This is an optimization exercise on Yosys and OpenROAD, whose aim is small area and a short achievable clock period, not a production implementation. Power figures rest on the tool's default switching activity, not on a simulated workload.

==> run a <==
==> flow/design.v <==
module fp_normalizer (
  input  [24:0] mantissa_temp,
  input  [7:0]  exp,
  output [22:0] normalized_mantissa,
  output [7:0]  normalized_exp
);
  reg [4:0] zero_count;
  integer i;
  always @(*) begin
    zero_count = 5'd0;
    for (i = 0; i < 25; i = i + 1)
      if (mantissa_temp[i]) zero_count = 5'd24 - i;
  end
  wire [24:0] shifted = mantissa_temp << zero_count;
  assign normalized_mantissa = shifted[23:1];
  assign normalized_exp = exp + 8'd1 - {3'b0, zero_count};
endmodule
module fpadd_pipelined (input clk,
                        input reset,
                        input [31:0] reg_A,
                        input [31:0] reg_B,
                        output reg [31:0] out);
  localparam FINE = 3;
  wire a_ge_b = reg_A[30:0] >= reg_B[30:0];
  wire [7:0] ea = reg_A[30:23];
  wire [7:0] eb = reg_B[30:23];
  wire [8:0] dab = {1'b0, ea} - {1'b0, eb};
  wire [7:0] dba = eb - ea;
  wire [7:0] d = dab[8] ? dba : dab[7:0];
  wire [4:0] s = d[4:0] | {5{|d[7:5]}};
  wire both_zero = ~|{reg_A, reg_B};
  wire [22:0] fmn = a_ge_b ? reg_B[22:0] : reg_A[22:0];
  wire [23:0] m0 = {1'b1, fmn} >> {s[4:FINE], {FINE{1'b0}}};
  reg        s0_sign, s0_sub, s0_zero;
  reg [7:0]  s0_exp;
  reg [22:0] s0_fmx;
  reg [23:0] s0_m;
  reg [FINE-1:0] s0_shift;
  always @(posedge clk or posedge reset)
    if (reset) s0_zero <= 1'b1;
    else       s0_zero <= both_zero;
  always @(posedge clk) begin
    s0_sign  <= a_ge_b ? reg_A[31] : reg_B[31];
    s0_sub   <= reg_A[31] ^ reg_B[31];
    s0_exp   <= a_ge_b ? ea : eb;
    s0_fmx   <= a_ge_b ? reg_A[22:0] : reg_B[22:0];
    s0_m     <= m0;
    s0_shift <= s[FINE-1:0];
  end
  wire [23:0] m = s0_m >> s0_shift;
  wire [25:0] sum = {2'b01, s0_fmx, 1'b1} + {s0_sub, m ^ {24{s0_sub}}, s0_sub};
  wire [24:0] t = sum[25:1];
  reg        s1_sign, s1_zero;
  reg [7:0]  s1_exp;
  reg [24:0] s1_t;
  always @(posedge clk or posedge reset)
    if (reset) s1_zero <= 1'b1;
    else       s1_zero <= s0_zero;
  always @(posedge clk) begin
    s1_sign <= s0_sign;
    s1_exp  <= s0_exp;
    s1_t    <= t;
  end
  wire [22:0] frac;
  wire [7:0]  nexp;
  fp_normalizer fp_normalizer(.mantissa_temp(s1_t),
                              .exp(s1_exp),
                              .normalized_mantissa(frac),
                              .normalized_exp(nexp));
  wire res_zero = s1_zero | ~|s1_t;
  always @(posedge clk or posedge reset)
    if (reset)         out <= 32'b0;
    else if (res_zero) out <= 32'b0;
    else               out <= {s1_sign, nexp, frac};
endmodule
==> flow/run.sh <==
#!/bin/bash
# synth_recipe.tcl (not shown) runs the flow's synth.tcl, then flattens the netlist and writes it again
# the make line also repeats each setting of config.mk as NAME=value (left out here)
make -C /OpenROAD-flow-scripts/flow DESIGN_CONFIG=/design/flow/config.mk WORK_HOME=/design/flow/orfs CLKGATE_MAP_FILE= SYNTH_SCRIPT=/design/flow/synth_recipe.tcl finish
==> flow/config.mk <==
export PLATFORM = sky130hd
export DESIGN_NAME = fpadd_pipelined
export DESIGN_NICKNAME = fpadd_pipelined
export VERILOG_FILES = /design/flow/design.v
export SDC_FILE = /design/flow/constraint.sdc
export NUM_CORES = 4
export LEC_CHECK = 0
export CAP_MARGIN = 20
export CORE_MARGIN = 2
export CORE_UTILIZATION = 40
export SETUP_SLACK_MARGIN = 3.0
export SLEW_MARGIN = 20
==> flow/constraint.sdc <==
create_clock -name core_clock -period 6.5 [get_ports {clk}]
set_input_delay 1.3000 -clock core_clock [delete_from_list [all_inputs] [get_ports {clk}]]
set_output_delay 1.3000 -clock core_clock [all_outputs]
set_load 0.01 [all_outputs]
==> run b (differences from run a) <==
==> flow/design.v, changed modules only <==
module fpadd_pipelined (input clk,
                        input reset,
                        input [31:0] reg_A,
                        input [31:0] reg_B,
                        output reg [31:0] out);
  wire a_ge_b = reg_A[30:0] >= reg_B[30:0];
  wire [7:0] ea = reg_A[30:23];
  wire [7:0] eb = reg_B[30:23];
  wire [8:0] dab = {1'b0, ea} - {1'b0, eb};
  wire [7:0] dba = eb - ea;
  wire [7:0] d = dab[8] ? dba : dab[7:0];
  wire [4:0] s = d[4:0] | {5{|d[7:5]}};
  wire both_zero = ~|{reg_A, reg_B};
  reg        s0_sign, s0_sub, s0_zero;
  reg [7:0]  s0_exp;
  reg [22:0] s0_fmx, s0_fmn;
  reg [4:0]  s0_shift;
  always @(posedge clk or posedge reset)
    if (reset) s0_zero <= 1'b1;
    else       s0_zero <= both_zero;
  always @(posedge clk) begin
    s0_sign  <= a_ge_b ? reg_A[31] : reg_B[31];
    s0_sub   <= reg_A[31] ^ reg_B[31];
    s0_exp   <= a_ge_b ? ea : eb;
    s0_fmx   <= a_ge_b ? reg_A[22:0] : reg_B[22:0];
    s0_fmn   <= a_ge_b ? reg_B[22:0] : reg_A[22:0];
    s0_shift <= s;
  end
  wire [24:0] M = {2'b01, s0_fmx};
  wire [24:0] m = {2'b01, s0_fmn} >> s0_shift;
  wire [24:0] t = s0_sub ? M - m : M + m;
  reg        s1_sign, s1_zero;
  reg [7:0]  s1_exp;
  reg [24:0] s1_t;
  always @(posedge clk or posedge reset)
    if (reset) s1_zero <= 1'b1;
    else       s1_zero <= s0_zero;
  always @(posedge clk) begin
    s1_sign <= s0_sign;
    s1_exp  <= s0_exp;
    s1_t    <= t;
  end
  wire [22:0] frac;
  wire [7:0]  nexp;
  fp_normalizer fp_normalizer(.mantissa_temp(s1_t),
                              .exp(s1_exp),
                              .normalized_mantissa(frac),
                              .normalized_exp(nexp));
  wire res_zero = s1_zero | ~|s1_t;
  always @(posedge clk or posedge reset)
    if (reset)         out <= 32'b0;
    else if (res_zero) out <= 32'b0;
    else               out <= {s1_sign, nexp, frac};
endmodule
--- a/flow/config.mk
+++ b/flow/config.mk
@@ -8,5 +8,4 @@
 export CAP_MARGIN = 20
 export CORE_MARGIN = 2
 export CORE_UTILIZATION = 40
-export SETUP_SLACK_MARGIN = 3.0
 export SLEW_MARGIN = 20
==> comparison table <==
Combinational group share of total power: run a 0.553; run b 0.534
Status: run a complete, no violations; run b complete, no violations
Core utilization of the finished layout: run a 0.567; run b 0.486
Drt first-iter violations: run a 546; run b 405
Met3 wirelength from detailed routing: run a 1.45 mm; run b 1.05 mm
Fraction of the yosys area taken by sequential cells: run a 0.304; run b 0.291
GR Util All Layers: run a 0.232; run b 0.201
Number of cells in the finished layout apart from fillers: run a 1482; run b 1445
Worst min-delay path startpoint: run a s0_exp[2]; run b s0_sign
Worst-case vdd ir drop: run a 164 uV; run b 166 uV
Tightest hold margin: run a 0.326 ns; run b 0.328 ns
Clock Network Area Fraction: run a 0.0484; run b 0.0538
Post-detailed-route wirelength per cell: run a 19.4 microns; run b 17.1 microns
Share of the final layout cell area in sequential cells: run a 0.220; run b 0.243
Tap cell count: run a 280; run b 319
Total Power: run a 4.92 mW; run b 4.76 mW
Time the final worst path needs with I/O delays and setup: run a 3.57 ns; run b 5.50 ns
No functional check of the RTL was part of any run of this note.

-- separate check: timing with driven ports --
No port has a modelled driver above. Below, the same layouts with a new extraction and two added sets of constraints.
Step 1, drivers: a clkbuf_16 drives clk and a buf_2 each remaining input, both assumed.
Step 2 also shifts input and output timing later by t, the mid clock arrival at the registers, as if the neighbouring blocks saw the same clock.
Slacks: ideal / step 1 / step 2; pairs: ideal / step 1.
run	t, ns	setup slack, ns	worst data-port slew with drivers (ns)
run a	0.468	2.928 / 2.955 / 2.487	0.05
run b	0.463	1.001 / 1.001 / 1.001	0.04
After both steps setup and hold are still met in every run listed. For run a, which loses most, drivers alone change the setup slack by +0.027 ns; drivers and shift together by -0.441 ns.
